What follows belongs to an exercise in optimizing a design on an open flow for small area; a production flow would make more cautious choices. In this exercise RTL edits were held to simulation tests only and were not proved equivalent to the original.

$ cat run.sh
#!/bin/bash
# synth_recipe.tcl (not shown) runs the flow's synth.tcl, then flattens the netlist and writes it again
# the make line also repeats each setting of config.mk as NAME=value (left out here)
make -C /OpenROAD-flow-scripts/flow DESIGN_CONFIG=/design/flow/config.mk WORK_HOME=/design/flow/orfs CLKGATE_MAP_FILE= SYNTH_SCRIPT=/design/flow/synth_recipe.tcl finish
$ cat config.mk
export PLATFORM = sky130hd
export DESIGN_NAME = ES_top
export DESIGN_NICKNAME = ES_top
export VERILOG_FILES = /design/flow/design.v
export SDC_FILE = /design/flow/constraint.sdc
export NUM_CORES = 8
export LEC_CHECK = 0
export ABC_AREA = 1
export CAP_MARGIN = 20
export CORE_MARGIN = 2
export CORE_UTILIZATION = 60
export CTS_BUF_LIST = sky130_fd_sc_hd__clkbuf_8
export SLEW_MARGIN = 20
$ cat constraint.sdc
create_clock -name core_clock -period 300.0 [get_ports {clk_t}]
set_input_delay 60.0000 -clock core_clock [delete_from_list [all_inputs] [get_ports {clk_t}]]
set_output_delay 60.0000 -clock core_clock [all_outputs]
set_load 0.01 [all_outputs]
$ cat design.v
module ES_top(
    input wire clk_t,
    input wire clr_t,
    input wire [7:0] sw_t,
    input wire [1:0] dip_t,
    input wire [9:0] ad_data_t,
    output wire clk_1kHz_t,
    output wire [7:0] seg_left_t,
    output wire [7:0] seg_right_t,
    output wire [3:0] an_left_t,
    output wire [3:0] an_right_t,
    output wire [13:0] dac_sum_t,
    input wire btn_up_t,
    input wire btn_down_t,
    input wire [1:0] waveform_sel_t,
    input wire mode_sel_t
    );
    wire [12:0] e;
    wire [13:0] freq_bcd;
    wire [6:0] qn;
    wire duty_valid;
    wire [2:0] fine_step;
    wire [1:0] waveform_type;
    wire [7:0] dac_dds, dac_wave;
    freq_division u_freq_division(.clk(clk_t), .clr(clr_t), .e(e));
    assign clk_1kHz_t = ~e[3];
    freq_meter u_freq_meter(.clk(clk_t), .rst(clr_t), .adc_data(ad_data_t),
        .e(e), .freq_bcd(freq_bcd));
    duty_cycle_meter u_duty_cycle_meter(.clk(clk_t), .rst(clr_t),
        .adc_data(ad_data_t), .qn(qn), .duty_valid(duty_valid));
    dds_high_res u_dds_high_res(.clk(clk_t), .rst(clr_t), .freq_word(sw_t),
        .btn_up(btn_up_t), .btn_down(btn_down_t), .dac_hi(dac_dds),
        .fine_step(fine_step));
    waveform_generator u_waveform_gen(.clk(clk_t), .rst(clr_t),
        .freq_word(sw_t), .waveform_sel(waveform_sel_t), .dac_hi(dac_wave),
        .waveform_type(waveform_type));
    number u_number(.clk(clk_t), .rst(clr_t), .e(e), .sw(sw_t), .dip(dip_t),
        .fine_step(fine_step), .freq_bcd(freq_bcd), .qn(qn),
        .duty_valid(duty_valid), .waveform_type(waveform_type),
        .mode_sel(mode_sel_t), .seg_left(seg_left_t), .seg_right(seg_right_t),
        .an_left(an_left_t), .an_right(an_right_t));
    assign dac_sum_t = {mode_sel_t ? dac_wave : dac_dds, 6'b000000};
endmodule
module freq_division(
    input wire clk,
    input wire clr,
    output wire [12:0] e
    );
    reg [12:0] r;
    assign e = r ^ 13'h0008;
    function [12:0] inc13;
        input [12:0] v;
        reg c;
        integer i;
        begin
            c = 1'b1;
            for (i = 0; i < 13; i = i + 1) begin
                inc13[i] = v[i] ^ c;
                c = c & v[i];
            end
        end
    endfunction
    always @(posedge clk or posedge clr) begin
        if (clr) r <= 13'd0;
        else     r <= inc13(e) ^ 13'h0008;
    end
endmodule
module number(
    input wire clk,
    input wire rst,
    input wire [12:0] e,
    input wire [7:0] sw,
    input wire [1:0] dip,
    input wire [2:0] fine_step,
    input wire [13:0] freq_bcd,
    input wire [6:0] qn,                
    input wire duty_valid,
    input wire [1:0] waveform_type,
    input wire mode_sel,
    output wire [7:0] seg_left,
    output wire [7:0] seg_right,
    output wire [3:0] an_left,
    output wire [3:0] an_right
    );
    function [12:0] x5;          
        input [9:0] f;
        reg [12:0] a, b;
        reg c;
        integer i;
        begin
            a = {3'b000, f};
            b = {1'b0, f, 2'b00};
            c = 1'b0;
            for (i = 0; i < 13; i = i + 1) begin
                x5[i] = a[i] ^ b[i] ^ c;
                c = (a[i] & b[i]) | (a[i] & c) | (b[i] & c);
            end
        end
    endfunction
    function [6:0] add7;
        input [6:0] a;
        input [6:0] b;
        reg c;
        integer i;
        begin
            c = 1'b0;
            for (i = 0; i < 7; i = i + 1) begin
                add7[i] = a[i] ^ b[i] ^ c;
                c = (a[i] & b[i]) | (a[i] & c) | (b[i] & c);
            end
        end
    endfunction
    function [4:0] add4;         
        input [3:0] a;
        input [3:0] b;
        input ci;
        reg c;
        integer i;
        begin
            c = ci;
            for (i = 0; i < 4; i = i + 1) begin
                add4[i] = a[i] ^ b[i] ^ c;
                c = (a[i] & b[i]) | (a[i] & c) | (b[i] & c);
            end
            add4[4] = c;
        end
    endfunction
    function bcdc;               
        input [3:0] d;
        input [3:0] a;
        input ci;
        reg [4:0] s;
        begin
            s = add4(d, a, ci);
            bcdc = s[4] | (s[3] & (s[2] | s[1]));
        end
    endfunction
    wire en_1k = (e[3:0] == 4'hf);
    wire [1:0] scan = e[5:4];
    wire group_sel = e[6];
    wire [2:0] j = {~e[6], e[5:4]};
    reg [6:0] duty_display;            
    always @(posedge clk or posedge rst) begin
        if (rst) duty_display <= 7'd99;
        else if (en_1k && duty_valid) duty_display <= qn;
    end
    wire [3:0] duty_tens = 4'd9 - duty_display / 7'd10;
    wire [3:0] duty_ones = 4'd9 - duty_display % 7'd10;
    wire [6:0] xh = sw[7:1];
    wire [3:0] ml = {sw[0], fine_step};
    wire k2 = (xh >= 7'd110);
    wire k1 = (xh >= 7'd55) & ~k2;
    wire [6:0] msum = add7(xh, {k1, 1'b0, k2, k1, 1'b0, k2, k1});    
    wire [5:0] mh = msum[5:0];
    wire [12:0] t1 = x5({mh, ml});
    wire [12:0] t2 = x5(t1[9:0]);
    wire [12:0] t3 = x5({1'b0, t2[8:0]});
    wire [12:0] t4 = x5({2'b0, t3[7:0]});
    wire [12:0] t5 = x5({3'b0, t4[6:0]});
    wire [12:0] t6 = x5({4'b0, t5[5:0]});
    wire [12:0] t7 = x5({5'b0, t6[4:0]});
    wire [3:0] i6 = {1'b0, t1[12:10]}, i5 = t2[12:9], i4 = t3[11:8],
               i3 = t4[10:7], i2 = t5[9:6], i1 = t6[8:5], i0 = t7[7:4];
    reg b;
    always @(*) begin
        case (ml)
            4'd1:  b = (xh >= 7'd24 && xh < 7'd55) || xh >= 7'd61;
            4'd2:  b = (xh >= 7'd47 && xh < 7'd55) || (xh >= 7'd84 && xh < 7'd110) || xh >= 7'd121;
            4'd3:  b = (xh >= 7'd108 && xh < 7'd110);
            4'd6:  b = xh >= 7'd16;
            4'd7:  b = (xh >= 7'd39 && xh < 7'd55) || (xh >= 7'd76 && xh < 7'd110) || xh >= 7'd113;
            4'd8:  b = (xh >= 7'd99 && xh < 7'd110);
            4'd11: b = xh >= 7'd8;
            4'd12: b = (xh >= 7'd31 && xh < 7'd55) || xh >= 7'd68;
            4'd13: b = (xh == 7'd54) || (xh >= 7'd91 && xh < 7'd110);
            default: b = 1'b0;
        endcase
    end
    wire [3:0] a0 = k2 ? 4'd6 : k1 ? 4'd8 : 4'd0;
    wire [3:0] a1 = k2 ? 4'd1 : 4'd0;
    wire [3:0] a2 = k2 ? 4'd8 : k1 ? 4'd9 : 4'd0;
    wire [3:0] a3 = k2 ? 4'd3 : k1 ? 4'd1 : 4'd0;
    wire c1 = bcdc(i0, a0, b);
    wire c2 = bcdc(i1, a1, c1);
    wire c3 = bcdc(i2, a2, c2);
    wire c4 = bcdc(i3, a3, c3);
    wire c5 = c4 & i4[3] & i4[0];
    wire c6 = c5 & i5[3] & i5[0];
    reg [3:0] hi, ha;
    reg hc;
    always @(*) begin
        case (j)
            3'd0: begin hi = i0; ha = a0; hc = b;  end
            3'd1: begin hi = i1; ha = a1; hc = c1; end
            3'd2: begin hi = i2; ha = a2; hc = c2; end
            3'd3: begin hi = i3; ha = a3; hc = c3; end
            3'd4: begin hi = i4; ha = 4'd0; hc = c4; end
            3'd5: begin hi = i5; ha = 4'd0; hc = c5; end
            3'd6: begin hi = i6; ha = 4'd0; hc = c6; end
            default: begin hi = 4'd0; ha = 4'd0; hc = 1'b0; end
        endcase
    end
    wire [4:0] hs = add4(hi, ha, hc);
    wire hco = hs[4] | (hs[3] & (hs[2] | hs[1]));
    wire [4:0] hs6 = add4(hs[3:0], 4'd6, 1'b0);
    wire [3:0] hr_digit = hco ? hs6[3:0] : hs[3:0];
    reg [3:0] digit;
    reg dp;
    always @(*) begin
        digit = 4'd0;
        dp = 1'b0;
        case (dip)
            2'b00: begin
                case (j)
                    3'd7: digit = 4'd2;
                    3'd5: digit = 4'd2;
                    3'd4: digit = 4'd5;
                    3'd2: digit = 4'd2;
                    3'd1: digit = 4'd1;
                    3'd0: digit = 4'd1;
                    default: digit = 4'd0;
                endcase
                dp = (j == 3'd4);
            end
            2'b01: begin
                digit = hr_digit;
                dp = (j == 3'd3);
            end
            2'b10: begin
                case (j)
                    3'd0: digit = freq_bcd[3:0];
                    3'd1: digit = freq_bcd[7:4];
                    3'd2: digit = freq_bcd[11:8];
                    3'd3: digit = {2'b00, freq_bcd[13:12]};
                    default: digit = 4'd0;
                endcase
                dp = (j == 3'd3);
            end
            default: begin
                if (!mode_sel) begin
                    case (j)
                        3'd0: digit = duty_ones;
                        3'd1: digit = duty_tens;
                        default: digit = 4'd0;
                    endcase
                    dp = (j == 3'd2);
                end else begin
                    digit = (j == 3'd3) ? {2'b00, waveform_type} : 4'd0;
                    dp = (j == 3'd4);
                end
            end
        endcase
    end
    reg [6:0] seg;
    always @(*) begin
        case (digit)
            4'd0: seg = 7'b0111111;
            4'd1: seg = 7'b0000110;
            4'd2: seg = 7'b1011011;
            4'd3: seg = 7'b1001111;
            4'd4: seg = 7'b1100110;
            4'd5: seg = 7'b1101101;
            4'd6: seg = 7'b1111101;
            4'd7: seg = 7'b0000111;
            4'd8: seg = 7'b1111111;
            4'd9: seg = 7'b1101111;
            default: seg = 7'b0000000;
        endcase
    end
    wire [3:0] an = {scan == 2'd3, scan == 2'd2, scan == 2'd1, scan == 2'd0};
    assign seg_left  = group_sel ? 8'd0 : {dp, seg};
    assign seg_right = group_sel ? {dp, seg} : 8'd0;
    assign an_left   = group_sel ? 4'd0 : an;
    assign an_right  = group_sel ? an : 4'd0;
endmodule
module freq_meter(
    input wire clk,
    input wire rst,
    input wire [9:0] adc_data,
    input wire [12:0] e,
    output reg [13:0] freq_bcd      
);
    reg sl_n;     
    reg sl, sl_d1;
    always @(posedge clk or posedge rst) begin
        if (rst) sl_n <= 1'b0;
        else if (adc_data >= 10'd522) sl_n <= 1'b1;
        else if (adc_data <= 10'd502) sl_n <= 1'b0;
    end
    always @(posedge clk) begin
        sl <= sl_n;
        sl_d1 <= sl;
    end
    wire win = (e >= 13'd2058) && (e <= 13'd6152);
    wire clear = (e[12:11] == 2'b00);
    wire load = (e == 13'd6159);
    wire cnt = win & sl & ~sl_d1;
    function [4:0] dinc;         
        input [3:0] d;
        input c;
        reg co;
        begin
            co = c & d[3] & d[0];
            dinc[0] = d[0] ^ c;
            dinc[1] = (d[1] ^ (c & d[0])) & ~co;
            dinc[2] = d[2] ^ (c & d[0] & d[1]);
            dinc[3] = (d[3] ^ (c & d[0] & d[1] & d[2])) & ~co;
            dinc[4] = co;
        end
    endfunction
    reg [3:0] d0, d1, d2;
    reg [1:0] d3;
    wire [4:0] n0 = dinc(d0, cnt);
    wire [4:0] n1 = dinc(d1, n0[4]);
    wire [4:0] n2 = dinc(d2, n1[4]);
    wire [1:0] n3 = {d3[1] ^ (n2[4] & d3[0]), d3[0] ^ n2[4]};
    always @(posedge clk) begin
        if (clear) begin
            d0 <= 4'd0; d1 <= 4'd0; d2 <= 4'd0; d3 <= 2'd0;
        end else begin
            d0 <= n0[3:0]; d1 <= n1[3:0]; d2 <= n2[3:0]; d3 <= n3;
        end
    end
    always @(posedge clk or posedge rst) begin
        if (rst) freq_bcd <= 14'd0;
        else if (load) freq_bcd <= {d3, d2, d1, d0};
    end
endmodule
module duty_cycle_meter(
    input wire clk,
    input wire rst,
    input wire [9:0] adc_data,
    output wire [6:0] qn,           
    output wire duty_valid
);
    localparam IDLE = 3'd0, WAIT_LOW = 3'd1, WAIT_RISING = 3'd2,
               COUNT_HIGH = 3'd3, COUNT_LOW = 3'd4, DIV1 = 3'd5,
               DIV2 = 3'd6, WIN = 3'd7;
    reg is_high, is_low, prev_is_high;
    always @(posedge clk) begin
        is_high <= (adc_data >= 10'd520);
        is_low  <= (adc_data <= 10'd504);
        prev_is_high <= is_high;
    end
    wire rising_edge  = is_high & ~prev_is_high;
    wire falling_edge = ~is_high & prev_is_high;
    reg [2:0] state;
    reg [19:0] x;        
    reg [12:0] p;        
    wire [16:0] tq = x[18:2];
    wire tmo = (tq >= 17'd100024);             
    function [20:0] dstep;       
        input [19:0] xi;
        input [12:0] d;
        reg [13:0] r2, diff;
        reg ge, c;
        integer i;
        begin
            r2 = {xi[19:7], xi[6]};
            c = 1'b1;                        
            for (i = 0; i < 14; i = i + 1) begin
                diff[i] = r2[i] ^ ~(i < 13 ? d[i] : 1'b0) ^ c;
                c = (r2[i] & ~(i < 13 ? d[i] : 1'b0)) | (r2[i] & c) | (~(i < 13 ? d[i] : 1'b0) & c);
            end
            ge = ~diff[13];
            dstep = {ge, (ge ? diff[12:0] : r2[12:0]), xi[5:0], ge};
        end
    endfunction
    function [16:0] add25;       
        input [16:0] v;
        reg [16:0] k;
        reg c;
        integer i;
        begin
            k = 17'd25;
            c = 1'b0;
            for (i = 0; i < 17; i = i + 1) begin
                add25[i] = v[i] ^ k[i] ^ c;
                c = (v[i] & k[i]) | (v[i] & c) | (k[i] & c);
            end
        end
    endfunction
    function [12:0] inc13;
        input [12:0] v;
        reg c;
        integer i;
        begin
            c = 1'b1;
            for (i = 0; i < 13; i = i + 1) begin
                inc13[i] = v[i] ^ c;
                c = c & v[i];
            end
        end
    endfunction
    wire in_div = (state == COUNT_LOW) || (state == DIV1) || (state == DIV2);
    wire [19:0] xsrc = (state == COUNT_LOW) ? {1'b0, tq, 2'b11} : x;
    wire [20:0] s1 = dstep(xsrc, p);
    wire [20:0] s2 = dstep(s1[19:0], p);
    wire ge_last = s1[20];
    wire first = (p[12:6] != 7'd0);
    assign duty_valid = (state == WIN);
    assign qn = {x[5:0], first ? ge_last : x[6]};
    always @(posedge clk or posedge rst) begin
        if (rst) state <= IDLE;
        else case (state)
            IDLE: state <= WAIT_LOW;
            WAIT_LOW: begin
                if (is_low) state <= WAIT_RISING;
                else if (tmo) state <= IDLE;
            end
            WAIT_RISING: begin
                if (rising_edge) state <= COUNT_HIGH;
                else if (tmo) state <= IDLE;
            end
            COUNT_HIGH: begin
                if (falling_edge) state <= COUNT_LOW;
                else if (tmo) state <= IDLE;
            end
            COUNT_LOW: begin
                if (rising_edge) state <= DIV1;
                else if (tmo) state <= IDLE;
            end
            DIV1: state <= DIV2;
            DIV2: state <= (p > 13'd100) ? WIN : IDLE;
            default: if (!first && p[5]) state <= IDLE;
        endcase
    end
    wire restart = (state == IDLE) ||
                   (state == WAIT_LOW && is_low) ||
                   (state == WAIT_RISING && rising_edge) ||
                   (state == COUNT_HIGH && falling_edge);
    wire div_now = (state == DIV1) || (state == DIV2) ||
                   (state == COUNT_LOW && rising_edge);
    always @(posedge clk) begin
        if (div_now) x <= s2[19:0];
        else if (state == WIN) begin
            if (first) x[6] <= ge_last;
        end else if (restart) x[18:2] <= 17'd24;
        else x[18:2] <= add25(tq);
    end
    always @(posedge clk) begin
        if (state == WAIT_RISING || (state == WIN && first)) p <= 13'd1;
        else if (!div_now) p <= inc13(p);
    end
endmodule
module dds_high_res(
    input wire clk,
    input wire rst,
    input wire [7:0] freq_word,
    input wire btn_up,
    input wire btn_down,
    output wire [7:0] dac_hi,        
    output reg [2:0] fine_step
    );
    function [6:0] qsine;
        input [6:0] a;
        reg [6:0] q;
        begin
          case (a)
            7'd0: q = 7'd0;
            7'd1: q = 7'd3;
            7'd2: q = 7'd6;
            7'd3: q = 7'd9;
            7'd4: q = 7'd12;
            7'd5: q = 7'd16;
            7'd6: q = 7'd19;
            7'd7: q = 7'd22;
            7'd8: q = 7'd25;
            7'd9: q = 7'd28;
            7'd10: q = 7'd31;
            7'd11: q = 7'd34;
            7'd12: q = 7'd37;
            7'd13: q = 7'd40;
            7'd14: q = 7'd43;
            7'd15: q = 7'd46;
            7'd16: q = 7'd49;
            7'd17: q = 7'd51;
            7'd18: q = 7'd54;
            7'd19: q = 7'd57;
            7'd20: q = 7'd60;
            7'd21: q = 7'd63;
            7'd22: q = 7'd65;
            7'd23: q = 7'd68;
            7'd24: q = 7'd71;
            7'd25: q = 7'd73;
            7'd26: q = 7'd76;
            7'd27: q = 7'd78;
            7'd28: q = 7'd81;
            7'd29: q = 7'd83;
            7'd30: q = 7'd85;
            7'd31: q = 7'd88;
            7'd32: q = 7'd90;
            7'd33: q = 7'd92;
            7'd34: q = 7'd94;
            7'd35: q = 7'd96;
            7'd36: q = 7'd98;
            7'd37: q = 7'd100;
            7'd38: q = 7'd102;
            7'd39: q = 7'd104;
            7'd40: q = 7'd106;
            7'd41: q = 7'd107;
            7'd42: q = 7'd109;
            7'd43: q = 7'd111;
            7'd44: q = 7'd112;
            7'd45: q = 7'd113;
            7'd46: q = 7'd115;
            7'd47: q = 7'd116;
            7'd48: q = 7'd117;
            7'd49: q = 7'd118;
            7'd50: q = 7'd120;
            7'd51: q = 7'd121;
            7'd52: q = 7'd122;
            7'd53: q = 7'd122;
            7'd54: q = 7'd123;
            7'd55: q = 7'd124;
            7'd56: q = 7'd125;
            7'd57: q = 7'd125;
            7'd58: q = 7'd126;
            7'd59: q = 7'd126;
            7'd60: q = 7'd126;
            7'd61: q = 7'd127;
            7'd62: q = 7'd127;
            7'd63: q = 7'd127;
            7'd64: q = 7'd127;
            default: q = 7'd0;
          endcase
          qsine = q;
        end
    endfunction
    function [10:0] add11;
        input [10:0] a;
        input [10:0] b;
        reg c;
        integer i;
        begin
            c = 1'b0;
            for (i = 0; i < 11; i = i + 1) begin
                add11[i] = a[i] ^ b[i] ^ c;
                c = (a[i] & b[i]) | (a[i] & c) | (b[i] & c);
            end
        end
    endfunction
    function [6:0] neg7;         
        input [6:0] v;
        reg c;
        integer i;
        begin
            c = 1'b1;
            for (i = 0; i < 7; i = i + 1) begin
                neg7[i] = ~v[i] ^ c;
                c = c & ~v[i];
            end
        end
    endfunction
    function [5:0] inc6;
        input [5:0] v;
        reg c;
        integer i;
        begin
            c = 1'b1;
            for (i = 0; i < 6; i = i + 1) begin
                inc6[i] = v[i] ^ c;
                c = c & v[i];
            end
        end
    endfunction
    reg [10:0] phase_acc;
    reg [7:0] dac_data;
    reg [7:0] dac_sum;
    assign dac_hi = dac_sum;
    reg [5:0] up_cnt, dn_cnt;
    reg up_stable, dn_stable, up_prev, dn_prev;
    wire up_full = up_cnt[5] & up_cnt[4] & up_cnt[1];
    wire dn_full = dn_cnt[5] & dn_cnt[4] & dn_cnt[1];
    always @(posedge clk or posedge rst) begin
        if (rst) begin
            up_cnt <= 6'd0;
            up_stable <= 1'b0;
        end else if (btn_up == up_stable) begin
            up_cnt <= 6'd0;
        end else if (up_full) begin
            up_stable <= btn_up;
            up_cnt <= 6'd0;
        end else begin
            up_cnt <= inc6(up_cnt);
        end
    end
    always @(posedge clk or posedge rst) begin
        if (rst) begin
            dn_cnt <= 6'd0;
            dn_stable <= 1'b0;
        end else if (btn_down == dn_stable) begin
            dn_cnt <= 6'd0;
        end else if (dn_full) begin
            dn_stable <= btn_down;
            dn_cnt <= 6'd0;
        end else begin
            dn_cnt <= inc6(dn_cnt);
        end
    end
    always @(posedge clk or posedge rst) begin
        if (rst) begin
            up_prev <= 1'b0;
            dn_prev <= 1'b0;
        end else begin
            up_prev <= up_stable;
            dn_prev <= dn_stable;
        end
    end
    wire up_ev = up_stable & ~up_prev;
    wire dn_ev = dn_stable & ~dn_prev;
    always @(posedge clk or posedge rst) begin
        if (rst) fine_step <= 3'd0;
        else if (up_ev) fine_step <= fine_step + 1'b1;
        else if (dn_ev) fine_step <= fine_step - 1'b1;
    end
    wire [7:0] a = phase_acc[10:3];
    wire [6:0] idx = a[6] ? (neg7({1'b0, a[5:0]}) ^ 7'h40) : {1'b0, a[5:0]};    
    wire [6:0] hq = qsine(idx);
    wire [7:0] sine = a[7] ? {hq == 7'd0, neg7(hq)} : {1'b1, hq};
    always @(posedge clk or posedge rst) begin
        if (rst) begin
            phase_acc <= 11'd0;
            dac_data <= 8'd128;
            dac_sum <= 8'd0;
        end else begin
            phase_acc <= add11(phase_acc, {freq_word, fine_step});
            dac_data <= sine;
            dac_sum <= dac_data;
        end
    end
endmodule
module waveform_generator(
    input wire clk,
    input wire rst,
    input wire [7:0] freq_word,
    input wire [1:0] waveform_sel,
    output reg [7:0] dac_hi,         
    output reg [1:0] waveform_type
    );
    function [7:0] add8;
        input [7:0] a;
        input [7:0] b;
        reg c;
        integer i;
        begin
            c = 1'b0;
            for (i = 0; i < 8; i = i + 1) begin
                add8[i] = a[i] ^ b[i] ^ c;
                c = (a[i] & b[i]) | (a[i] & c) | (b[i] & c);
            end
        end
    endfunction
    reg [7:0] phase_acc;
    reg [7:0] wdata;
    always @(posedge clk or posedge rst) begin
        if (rst) begin
            phase_acc <= 8'd0;
            wdata <= 8'd128;
            waveform_type <= 2'd0;
            dac_hi <= 8'd128;
        end else begin
            phase_acc <= add8(phase_acc, freq_word);
            waveform_type <= waveform_sel;
            case (waveform_sel)
                2'b00: wdata <= phase_acc[7] ? 8'd0 : 8'd255;
                2'b01: wdata <= {phase_acc[6:0] ^ {7{phase_acc[7]}}, 1'b0};
                2'b10: wdata <= phase_acc;
                default: wdata <= ~phase_acc;
            endcase
            dac_hi <= wdata;
        end
    end
endmodule
==> run_results.csv, run 1 <==
group,metric,value,unit
floorplanning,placementRows,51,
min_path,min_from,"u_waveform_gen.wdata[3]",
floorplanning,core_area,19600,um^2
critical_path,reg2reg_to,"u_duty_cycle_meter.x[8]",
synth,synth_common_cells,"inv_1, nand2_1, nor2_1",
status,status,"complete, no violations",
timing,min_period,135.88,ns
placement,place_ws,164.22,ns
clock_tree,htreeDepth,4,
clock_tree,numCtsBuffers,17,
timing,relSlewSlack,23.0,%
synth,synthDistinctLibCells,59,
synth,synth-async-reset-ratio,67.9,%
min_path,hold_path.class,"reg -> reg",
timing,tns,0,ns
drt,drt-total-wl,25900,um
critical_path,required,240.00,ns
critical_path,critical_path.most_common_cell,"fa_1",
synth,post-synth-top-area-cell,"dfrtp_1",
clock_tree,postCtsHoldBufs,0,
clock_tree,clockBufferDepth,2,
min_path,hold_path_end,"u_waveform_gen.dac_hi[3]",
grt,antenna_found_initial,0,
critical_path,reg2reg_slack,287.85,ns
grt,grt_util_all_layers,25.9,%
drt,dr.pass1.iters,5,
critical_path,cp_slowest_cell,"clkdlybuf4s50_1",
synth,netlist_instances,1378,
timing,setup_slack,164.12,ns
critical_path,r2r.worst_path.cells,36,
drt,post_drt_wl_per_cell,15.2,um
synth,ys_ff_latch,162,
timing,fin_skew,0.0166,ns
synth,synth_edf_count,19,
placement,place_hpwl,19900,um
finish,stdcell_area,13300,um^2
critical_path,slowest_delay,0.75,ns
placement,place_area,12900,um^2
drt,routed_via_density,5.42,
grt,grt.overflow.total,0,
min_path,whs_path_depth,0,
synth,synth_area,12100,um^2
finish,final_nets,1659,
finish,area_growth,9.80,%
grt,grt_pass1_wl,44800,um
critical_path,crit_type,"in -> out",
clock_tree,post_cts_buffers,0,
timing,rsz0062_at_grt,"false",
timing,hold_violations,0,
clock_tree,cts_resized,0,
critical_path,r2r_start,"u_duty_cycle_meter.p[0]",
grt,first_global_vias,9086,
floorplanning,start_util,61.7,%
critical_path,path_max_fanout,8,
timing,setup_viol,0,
floorplanning,die_width,146,um
clock_tree,cts_tree,"done",
drt,first_iter_violations,717,
job,drv_cap,0,
placement,portBuffers,59,
grt,grt_start_max_net_pins,66,
floorplanning,die_area,21300,um^2
drt,drtAntennaViolNets,0,
synth,ys.flop_type,"dfrtp_1",
drt,vias,9255,
clock_tree,clk_latency,0.48,ns
timing,period_share,45.3,%
timing,fmax,0.00736,GHz
synth,syn_area_per_cell,8.78,um^2
synth,yosysMostFrequentCell,"inv_1",
synth,synth_top_area_share,21.3,%
clock_tree,cts_root_buf,"clkbuf_8",
critical_path,endpoint_kind,"output pin",
drt,route.detailed.drc,0,
critical_path,cp-start-kind,"primary input",
floorplanning,pin_count,66,
finish,drive_gt1_share,7.43,%
timing,tightest_slew,1.15,ns
clock_tree,clkSlewWorstSetupHoldPaths,0.09,ns
floorplanning,fp.dieH,146,um
synth,netlist_top_cells_area,"dfrtp_1, fa_1, ha_1, inv_1, nand2_1",
placement,gp_congestion,0.929,
synth,ys_seq_area_share,33.0,%
critical_path,arrival,75.88,ns
clock_tree,clkSinkCount,162,
finish,antennaDiodeCount,0,
synth,yosysWarnings,6,
timing,drv_slew,0,
[routing by layer]
metal	wire length, um	global-route usage, %	share of wire, %
met4	467	6.72	1.8
met2	11600	40.1	45
met5	0	0	0
met3	1270	4.48	4.9
met1	12600	38.0	49
[critical path: cells and delay by family]
family / cells / cell delay (ns)
simple gates: 15 / 2.14
compound gates: 9 / 1.69
fa+ha+maj: 26 / 9.68
buf+inv: 16 / 2.37
[worst max path at each step]
stage	slack (ns)	endpoint	start
5_1_grt	163.14	seg_left_t[5]	sw_t[4]
6_report	164.12	seg_left_t[1]	sw_t[3]
2_1_floorplan	166.49	seg_left_t[3]	sw_t[4]
3_5_place_dp	164.22	seg_left_t[5]	sw_t[3]
3_3_place_gp	164.68	seg_right_t[2]	sw_t[4]
4_1_cts	164.23	seg_left_t[5]	sw_t[3]
[cell usage in the layout, fill, tap and decap left out, drive strengths merged, types with 2 or more instances in the layout]
cell type,n
or2,5
inv,240
o22ai,4
conb,6
nand2,241
clkdlybuf4s50,59
mux2,18
a32o,2
edfxtp,19
dfrtp,103
nand3,56
a2bb2oi,2
a22o,2
o31ai,4
xnor2,10
buf,5
nor2,125
maj3,3
fa,87
xor2,11
a22oi,4
dfxtp,33
o221ai,2
dfstp,7
nand4,13
a31oi,9
o21ai,108
a221oi,9
o2111ai,3
a21oi,59
clkbuf,17
ha,117
a211o,2
o211ai,8
clkinv,10
nor4,4
a32oi,4
nor3,21
[flip-flops by register name (all words and copies together), names as in the netlist, 11 cells and up]
register,cells
u_freq_meter.freq_bcd,14
u_freq_division.r,13
u_dds_high_res.phase_acc,11
u_duty_cycle_meter.x,20
u_duty_cycle_meter.p,13
[stage by stage]
step | hold WS (ns) | std cells | util [%]
2_1_floorplan | 0.331 | 1383 | -
4_1_cts | 0.357 | 1705 | 67.7
3_3_place_gp | 0.332 | 1673 | 65.8
5_1_grt | 0.371 | 1706 | 67.8
6_report | 0.357 | 1706 | 67.8
3_5_place_dp | 0.335 | 1673 | 65.8
[area by class of cell]
class / count / area [um^2]
Multi-Input combinational cell: 947 / 7060
Fill cell: 1626 / 6310
Sequential cell: 162 / 3990
Inverter: 236 / 888
Timing Repair Buffer: 64 / 628
Tap cell: 265 / 332
Clock buffer: 17 / 234
Clock inverter: 15 / 146
[cell families (layout without fill, tap and decap cells)]
kind of cell | count (synthesis) | after routing | share of synthesized area (%)
flops | 162 | 162 | 33.0
simple gates | 466 | 466 | 17.0
xor+xnor | 21 | 21 | 1.58
mux | 19 | 19 | 1.76
compound gates | 228 | 228 | 11.1
fa+ha+maj | 207 | 207 | 26.8
buf+inv | 274 | 332 | 8.78
other cells | 1 | 6 | 0.0310
==> inputs of run 2 (changes only) <==
--- a/config.mk
+++ b/config.mk
@@ -8,6 +8,5 @@
 export ABC_AREA = 1
 export CAP_MARGIN = 20
 export CORE_MARGIN = 2
-export CORE_UTILIZATION = 60
-export CTS_BUF_LIST = sky130_fd_sc_hd__clkbuf_8
+export CORE_UTILIZATION = 40
 export SLEW_MARGIN = 20
==> run 2 against run 1 <==
  * Still clean on timing, DRC and antenna
  * Synthesized cell count is the same
  * Register-to-register slack better by 0.31 ns
  * Largest cell class unchanged
==> run_results.csv, run 2 <==
group,metric,value,unit
status,status,"complete, no violations",
grt,antenna_found_initial,0,
floorplanning,core_area,29700,um^2
floorplanning,pin_count,66,
floorplanning,die_area,31600,um^2
clock_tree,cts_root_buf,"clkbuf_16",
critical_path,crit_family,"adder cells",
finish,antennaDiodeCount,0,
grt,grt_start_max_net_pins,71,
timing,tns,0,ns
synth,synth_area,12100,um^2
floorplanning,placementRows,63,
finish,max_flop_register,"u_duty_cycle_meter.x",
min_path,hold_path.class,"reg -> reg",
grt,grt_util_all_layers,17.1,%
synth,yosysWarnings,6,
drt,vias,9100,
critical_path,critical_path.most_common_cell,"fa_1",
critical_path,reg2reg_slack,288.16,ns
drt,drt-total-wl,25400,um
critical_path,cp-start-kind,"primary input",
floorplanning,start_util,40.7,%
floorplanning,fp.dieH,178,um
placement,gp_congestion,0.920,
drt,dr.pass1.iters,5,
critical_path,cp_slowest_cell,"clkdlybuf4s50_1",
critical_path,required,240.00,ns
timing,period_share,45.2,%
timing,fin_skew,0.0122,ns
synth,yosysMostFrequentCell,"inv_1",
drt,post_drt_wl_per_cell,13.9,um
synth,synth_edf_count,19,
synth,ys_ff_latch,162,
synth,netlist_top_cells_area,"dfrtp_1, fa_1, ha_1, inv_1, nand2_1",
synth,synthDistinctLibCells,59,
job,drv_cap,0,
placement,portBuffers,59,
timing,hold_violations,0,
drt,first_iter_violations,746,
synth,synth_top_area_share,21.3,%
placement,place_hpwl,19900,um
finish,area_growth,12.9,%
drt,route.detailed.drc,0,
clock_tree,clkSinkCount,162,
timing,fmax,0.00737,GHz
critical_path,arrival,75.70,ns
drt,drtAntennaViolNets,0,
timing,tightest_slew,1.04,ns
min_path,whs_path_depth,0,
timing,min_period,135.70,ns
synth,netlist_instances,1378,
synth,synth-async-reset-ratio,67.9,%
critical_path,slowest_delay,0.72,ns
clock_tree,cts_resized,0,
critical_path,endpoint_kind,"output pin",
clock_tree,cts_tree,"done",
synth,syn_area_per_cell,8.78,um^2
clock_tree,post_cts_buffers,0,
timing,setup_viol,0,
critical_path,crit_type,"in -> out",
clock_tree,htreeDepth,4,
critical_path,timing.critical_path.buf_inv,16,
finish,final_common_cell,"inv_1",
clock_tree,postCtsHoldBufs,0,
timing,relSlewSlack,30.5,%
timing,rsz0062_at_grt,"false",
clock_tree,clockBufferDepth,2,
finish,n_fill_cell,2864,
finish,drive_gt1_share,7.36,%
finish,final_cell_mix,"inv_1, nand2_1, nor2_1",
drt,routed_via_density,4.97,
timing,drv_slew,0,
finish,top_regs,"u_duty_cycle_meter.x x20, u_freq_meter.freq_bcd x14",
grt,grt.overflow.total,0,
finish,final_nets,1659,
synth,ys_seq_area_share,33.0,%
critical_path,worst-path-stages,66,
finish,largest_reg_flops,20,
synth,post-synth-top-area-cell,"dfrtp_1",
synth,ys.flop_type,"dfrtp_1",
grt,first_global_vias,8891,
synth,synth_common_cells,"inv_1, nand2_1, nor2_1",
clock_tree,clkSlewWorstSetupHoldPaths,0.07,ns
grt,grt_pass1_wl,43300,um
floorplanning,die_width,178,um
critical_path,path_max_fanout,11,
clock_tree,clk_latency,0.43,ns
clock_tree,numCtsBuffers,17,
critical_path,r2r.worst_path.cells,37,
-- run 2: through the flow --
step	area (um^2)	worst slack (ns)	hold slack, ns	instances	util [%]
after floorplan	12100	166.49	0.331	1383	-
after global placement	13100	164.77	0.332	1799	43.9
after detailed placement	13100	164.43	0.336	1799	43.9
after CTS	13700	164.40	0.347	1831	46.0
after global routing	13700	163.19	0.346	1831	46.0
final	13700	164.30	0.341	1831	46.0
-- run 2: layout make-up --
cell class	instances	area [um^2]	area share (%)
clock buffer	21	493	3.61
multi-input combinational	947	7060	51.7
tap	390	488	3.57
sequential	162	3990	29.2
clock inverter	11	109	0.797
inverter	236	888	6.51
timing repair buffer	64	628	4.60
-- run 2: final timing paths --
path / endpoint / start
max: seg_left_t[2] / sw_t[4]
min: u_waveform_gen.dac_hi[3] / u_waveform_gen.wdata[3]
max reg2reg: u_duty_cycle_meter.x[7] / u_duty_cycle_meter.x[6]
min reg2reg: u_waveform_gen.dac_hi[3] / u_waveform_gen.wdata[3]
max in group asynchronous: u_waveform_gen.phase_acc[1] / clr_t
min in group asynchronous: u_duty_cycle_meter.state[0] / clr_t
-- run 2: logic make-up after synthesis --
kind of cell               share of synthesized area (%)
adders and majority gates                           26.8
other                                             0.0310
AOI/OAI and AO/OA                                   11.1
and+or+nand+nor                                     17.0
xor gates and xnor gates                            1.58
DFF                                                 33.0
muxes                                               1.76
buffers and inverters                               8.78
-- run 2: routing by layer --
layer / vias to the layer above / routed length (um) / global-route usage, %
met3: 22 / 1110 / 3.28
met1: 4303 / 12800 / 24.9
met4: 0 / 301 / 4.47
met5: - / 0 / 0
li1: 4571 / - / -
met2: 204 / 11200 / 26.2
-- run 2: worst reg2reg max path: cells and delay by family, from the launching register on --
family	cells	cell delay, ns
adder cells (fa/ha/maj)	25	9.41
AO/OA/AOI/OAI	2	0.56
buffers and inverters	6	0.79
AND/OR/NAND/NOR	3	0.37
XOR/XNOR	1	0.15
flip-flops	1	0.32

==> re-timing with driven ports <==
No port has a modelled driver above. Below, the same layouts with a new extraction and two added sets of constraints. Step 1 sets driving cells, clkbuf_16 on the clock port and buf_2 on the other inputs (assumed; they add their load-dependent delay and slew). Step 2 also shifts input and output timing later by t, the mid clock arrival at the registers, as if the neighbouring blocks saw the same clock. Three values: ideal, step 1, step 2; two values: the first two.
run	t (ns)	slack for setup (ns)	hold slack, ns	worst setup path at the end	worst slew at a driven data input, ns
run 1	0.510	164.122 / 164.096 / 164.096	0.357 / 0.357 / 0.357	input to output	0.04
run 2	0.479	164.300 / 164.268 / 164.268	0.341 / 0.341 / 0.341	input to output	0.05
After both steps every run listed still meets setup and hold. The setup slack of run 2, which loses most, moves by -0.032 ns with the drivers and by -0.032 ns with both steps.
